Background: an optimization exercise with open tools, aiming at small area, a short achievable clock period and few clock cycles. Do not read the settings as production practice. At most, simulation tests tie the RTL to the original design; equivalence was not proved.

== build 31 ==
// SM_2300_Task6_dijkstra
module SM_2300_Task6_dijkstra(
  input clk_50M,
  input rst,
  input go,
  input [5:0] src,
  input [5:0] dst,
  input [209:0] weights,
  output ready,
  output reg out_valid,
  output reg [5:0] out_node,
  output reg out_last,
  output reg [10:0] path_cost
);
Size: about 5300 cells after synthesis, about 390 flip-flops, roughly 250 I/O pins.
Settings: LEC_CHECK=0, ABC_AREA=1, CAP_MARGIN=20, CORE_MARGIN=2, CORE_UTILIZATION=40, SLEW_MARGIN=20, SYNTH_MEMORY_MAX_BITS=65536; clock period 80.0 ns.
standard.sh (not shown) runs the stock make flow with config.mk's settings and CLKGATE_MAP_FILE= SYNTH_SCRIPT=/design/flow/synth_recipe.tcl, a recipe that flattens the netlist after the stock synthesis.
==> flow/flow/run.sh <==
#!/bin/bash
set -euo pipefail
bash standard.sh "BUFFER_PORTS_ARGS=-buffer_cell sky130_fd_sc_hd__buf_1" "CTS_ARGS=-sink_clustering_enable -repair_clock_nets -dont_use_dummy_load" finish > make_finish.log 2>&1
Build 31 finished end to end and its layout was clean on timing, DRC and antenna.
What build 46 does differently from build 31 at the input level:
==> flow/flow/run.sh <==
#!/bin/bash
set -euo pipefail
bash standard.sh "BUFFER_PORTS_ARGS=-buffer_cell sky130_fd_sc_hd__buf_1" "CTS_ARGS=-sink_clustering_enable -repair_clock_nets -dont_use_dummy_load -buf_list sky130_fd_sc_hd__clkbuf_8 -root_buf sky130_fd_sc_hd__clkbuf_16" finish > make_finish.log 2>&1
Findings:
Sequential element share of the synthesized area: build 46 vs build 31 identical. Build 46 vs. build 31: hold slack went down by 0.0032 ns. Of build 31 and build 46, the run reporting the higher sum of met3 wire segment lengths after detailed routing was build 46. Compared build 31 against build 46; detailed-routed wire length on met2 within noise. Build 46 vs build 31: layout overhead on the synthesized area down in build 46.
#### Input delta (build 45 over build 46)
==> flow/flow/run.sh <==
#!/bin/bash
set -euo pipefail
bash standard.sh "BUFFER_PORTS_ARGS=-buffer_cell sky130_fd_sc_hd__buf_1" "CTS_ARGS=-sink_clustering_enable -repair_clock_nets -dont_use_dummy_load -buf_list sky130_fd_sc_hd__clkbuf_4 -root_buf sky130_fd_sc_hd__clkbuf_16" finish > make_finish.log 2>&1
[summary]
Reported for build 46 and build 45, count of boundary I/O pins turned out identical to the last digit.
Die area: build 46 vs build 45 — no meaningful difference
Diff build 46..build 45 | routed wire length on met2 | negligible
No run of this note included a check of the RTL's function; only the layout flow was run.

## v58
Another version of the RTL of SM_2300_Task6_dijkstra (not shown whole).
For scale: ~360 flip-flops, about 250 I/O pins.
==> flow/config.mk <==
export PLATFORM = sky130hd
export DESIGN_NAME = SM_2300_Task6_dijkstra
export DESIGN_NICKNAME = SM_2300_Task6_dijkstra
export VERILOG_FILES = /design/flow/design.v
export SDC_FILE = /design/flow/constraint.sdc
export NUM_CORES = 8
export LEC_CHECK = 0
export ABC_AREA = 1
export CAP_MARGIN = 20
export CORE_MARGIN = 2
export CORE_UTILIZATION = 40
export SLEW_MARGIN = 20
export SYNTH_MEMORY_MAX_BITS = 65536
==> flow/constraint.sdc <==
create_clock -name core_clock -period 80.0 [get_ports {clk_50M}]
set_input_delay 16.0000 -clock core_clock [delete_from_list [all_inputs] [get_ports {clk_50M}]]
set_output_delay 16.0000 -clock core_clock [all_outputs]
set_load 0.01 [all_outputs]
==> flow/flow/run.sh <==
#!/bin/bash
# Layout flow: the standard layout (standard.sh, every step as the standard flow runs it)
# with two changes to how the layout is built:
#  - the port buffers that buffer_ports adds during placement are sky130_fd_sc_hd__buf_1
#    cells instead of the larger delay-buffer cell it picks by itself (every port still
#    gets its buffer);
#  - clock tree synthesis uses clkbuf_4 cells below a clkbuf_16 root and no dummy loads.
# make's full output goes to make_finish.log in this folder; the ORFS step logs stay under
# orfs/logs/.
set -euo pipefail
bash standard.sh \
  "BUFFER_PORTS_ARGS=-buffer_cell sky130_fd_sc_hd__buf_1" \
  "CTS_ARGS=-sink_clustering_enable -repair_clock_nets -dont_use_dummy_load -buf_list sky130_fd_sc_hd__clkbuf_4 -root_buf sky130_fd_sc_hd__clkbuf_16" \
  finish > make_finish.log 2>&1
In summary, v58 completed successfully, with a layout that passed the timing, DRC and antenna checks.
Testbench counts of v58, summed over its fixed seeds: cycles 867.
Input-level comparison between v24 and v58:
# v58
export LEC_CHECK = 0
export ABC_AREA = 1
export CAP_MARGIN = 20
export CORE_MARGIN = 2
export CORE_UTILIZATION = 40
export SLEW_MARGIN = 20
export SYNTH_MEMORY_MAX_BITS = 65536
create_clock -name core_clock -period 80.0 [get_ports {clk_50M}]
# v24
export LEC_CHECK = 0
export ABC_AREA = 1
export CAP_MARGIN = 20
export CORE_MARGIN = 2
export CORE_UTILIZATION = 48
export SLEW_MARGIN = 20
export SYNTH_MEMORY_MAX_BITS = 65536
create_clock -name core_clock -period 80.0 [get_ports {clk_50M}]
==> flow/flow/run.sh <==
#!/bin/bash
set -euo pipefail
bash standard.sh "BUFFER_PORTS_ARGS=-buffer_cell sky130_fd_sc_hd__buf_1" "CTS_ARGS=-sink_clustering_enable -repair_clock_nets -dont_use_dummy_load -buf_list sky130_fd_sc_hd__clkbuf_4 -root_buf sky130_fd_sc_hd__clkbuf_16" "SETUP_SLACK_MARGIN=62.9" "POST_FLOORPLAN_TCL=$PWD/flow/restructure.tcl" finish > make_finish.log 2>&1
==> flow/flow/restructure.tcl (new file) <==
# Area-oriented resynthesis of the combinational logic with OpenROAD's restructure (ABC),
# run at the end of the floorplan step through ORFS's POST_FLOORPLAN_TCL hook. Registers
# are not touched. ABC maps onto a copy of the platform's liberty file without the cells
# the platform marks don't-use.
set src_lib [lindex $::env(LIB_FILES) 0]
set lib_ok $::env(RESULTS_DIR)/restructure_cells.lib
set patterns {}
foreach c $::env(DONT_USE_CELLS) { lappend patterns $c }
set in [open $src_lib r]
set out [open $lib_ok w]
set skip 0
set depth 0
while {[gets $in line] >= 0} {
  if {!$skip && [regexp {^\s*cell\s*\(\s*"?([A-Za-z0-9_]+)"?\s*\)} $line -> name]} {
    foreach p $patterns {
      if {[string match $p $name]} { set skip 1; set depth 0; break }
    }
  }
  if {$skip} {
    incr depth [regexp -all {\{} $line]
    incr depth [expr {-[regexp -all {\}} $line]}]
    if {$depth <= 0 && [regexp {\}} $line]} { set skip 0 }
    continue
  }
  puts $out $line
}
close $in
close $out
set_dont_use $::env(DONT_USE_CELLS)
file mkdir $::env(RESULTS_DIR)/rmp
restructure -target area -liberty_file $lib_ok \
  -tielo_port sky130_fd_sc_hd__conb_1/LO -tiehi_port sky130_fd_sc_hd__conb_1/HI \
  -work_dir $::env(RESULTS_DIR)/rmp -abc_logfile $::env(LOG_DIR)/restructure_abc.log
## What came out
- v24 reached the end of the flow, and the finished layout is clean on the timing, DRC and antenna checks.
- Against v58, v24 reports a fraction of final layout cells with drive strength greater than 1 that is higher.
- Worst hold slack was lower in v24 than in v58.
- v24 ends up with a share of final layout cell area taken by clock buffers and inverters that is 0.31 points higher than in v58.
- From v58 to v24 the numbers moved as follows: multi-input combinational area share lost 3.4 points, number of buffers inserted to repair setup after CTS increased by 11 relative to the old numbers.
Input changes introduced in v54 (baseline for comparison: v24):
# v24
export LEC_CHECK = 0
export ABC_AREA = 1
export CAP_MARGIN = 20
export CORE_MARGIN = 2
export CORE_UTILIZATION = 48
export SLEW_MARGIN = 20
export SYNTH_MEMORY_MAX_BITS = 65536
create_clock -name core_clock -period 80.0 [get_ports {clk_50M}]
# v54
export LEC_CHECK = 0
export ABC_AREA = 1
export CAP_MARGIN = 20
export CORE_MARGIN = 2
export CORE_UTILIZATION = 40
export SLEW_MARGIN = 20
export SYNTH_MEMORY_MAX_BITS = 65536
create_clock -name core_clock -period 80.0 [get_ports {clk_50M}]
==> flow/flow/run.sh <==
#!/bin/bash
set -euo pipefail
bash standard.sh "BUFFER_PORTS_ARGS=-buffer_cell sky130_fd_sc_hd__buf_1" "CTS_ARGS=-sink_clustering_enable -repair_clock_nets -dont_use_dummy_load -buf_list sky130_fd_sc_hd__clkbuf_4 -root_buf sky130_fd_sc_hd__clkbuf_16" "SETUP_SLACK_MARGIN=62.9" finish > make_finish.log 2>&1
removed: flow/flow/restructure.tcl
==> run notes <==
Per the final summary, v54 finished and its layout is clean on timing, DRC and antenna. Count of filler cells inserted in the layout is higher on v54. Compared with v24, in v54 routed via count divided by cell count fell 16%; utilization after layout fell 2.1 points. Looking at critical path's slowest cell, the sky130_fd_sc_hd__or4_4 result is from v54; the sky130_fd_sc_hd__nor2_2 one comes from v24.
Input changes introduced in v6 (baseline for comparison: v54):
==> flow/flow/run.sh <==
#!/bin/bash
set -euo pipefail
bash standard.sh "BUFFER_PORTS_ARGS=-buffer_cell sky130_fd_sc_hd__buf_1" "CTS_ARGS=-sink_clustering_enable -repair_clock_nets -dont_use_dummy_load -buf_list sky130_fd_sc_hd__clkbuf_4 -root_buf sky130_fd_sc_hd__clkbuf_16" "SETUP_SLACK_MARGIN=62.9" "PRE_FLOORPLAN_TCL=$PWD/flow/restructure.tcl" finish > make_finish.log 2>&1
==> flow/flow/restructure.tcl (new file) <==
# Area-oriented resynthesis of the combinational logic with OpenROAD's restructure (ABC),
# run at the start of the floorplan step through ORFS's PRE_FLOORPLAN_TCL hook. Registers
# are not touched. ABC maps onto a copy of the platform's liberty file without the cells
# the platform marks don't-use.
set src_lib [lindex $::env(LIB_FILES) 0]
set lib_ok $::env(RESULTS_DIR)/restructure_cells.lib
set patterns {}
foreach c $::env(DONT_USE_CELLS) { lappend patterns $c }
set in [open $src_lib r]
set out [open $lib_ok w]
set skip 0
set depth 0
while {[gets $in line] >= 0} {
  if {!$skip && [regexp {^\s*cell\s*\(\s*"?([A-Za-z0-9_]+)"?\s*\)} $line -> name]} {
    foreach p $patterns {
      if {[string match $p $name]} { set skip 1; set depth 0; break }
    }
  }
  if {$skip} {
    incr depth [regexp -all {\{} $line]
    incr depth [expr {-[regexp -all {\}} $line]}]
    if {$depth <= 0 && [regexp {\}} $line]} { set skip 0 }
    continue
  }
  puts $out $line
}
close $in
close $out
set_dont_use $::env(DONT_USE_CELLS)
file mkdir $::env(RESULTS_DIR)/rmp
restructure -target area -liberty_file $lib_ok \
  -tielo_port sky130_fd_sc_hd__conb_1/LO -tiehi_port sky130_fd_sc_hd__conb_1/HI \
  -work_dir $::env(RESULTS_DIR)/rmp -abc_logfile $::env(LOG_DIR)/restructure_abc.log
==> run notes <==
Taking v6 as 1.0, v54 lands at 1.09 on horizontal die dimension. The flow ended early for v6: it failed with a tool error in 2_1_floorplan. When v6 is set beside v54, its synthesized area turns out to be about 16% smaller. Diff v54..v6 | initial cell density of the core | negligible. Looking at mean area per synthesized cell, v6 sits 0.11 um2 above v54. Looking at synthesized cell count across v54 and v6, the one that comes out lower is v6. In v6 the floorplan row count turned out about 8% lower than in v54. On chip height: between v54 and v6, it ends up higher for v54.

## afterwards: timing with drivers on the ports
The flow's constraints put no driver on any port. The routed layouts listed below were extracted and timed again, unchanged, in two steps.
Step 1 assumes that a clkbuf_16 drives the clock port and a buf_2 every other input.
Step 2 also shifts input and output timing later by t, the mid clock arrival at the registers, as if the neighbouring blocks saw the same clock.
Three values: ideal, step 1, step 2; two values: the first two.
| run | t (ns) | slack for setup (ns) | worst register clock-pin slew, ns |
|---|---|---|---|
| build 31 | 0.690 | 62.610 / 62.622 / 61.932 | 0.06 / 0.06 |
| build 46 | 0.669 | 62.569 / 62.582 / 61.913 | 0.07 / 0.07 |
| build 45 | 0.681 | 62.569 / 62.578 / 61.896 | 0.07 / 0.07 |
| v58 | 0.668 | 62.328 / 62.352 / 61.684 | 0.07 / 0.07 |
| v24 | 0.629 | 62.814 / 62.819 / 62.190 | 0.07 / 0.07 |
| v54 | 0.664 | 62.903 / 62.865 / 62.271 | 0.07 / 0.07 |
After both steps setup and hold are still met in every run listed. The setup slack of build 31, which loses most, moves by +0.012 ns with the drivers and by -0.678 ns with both steps.
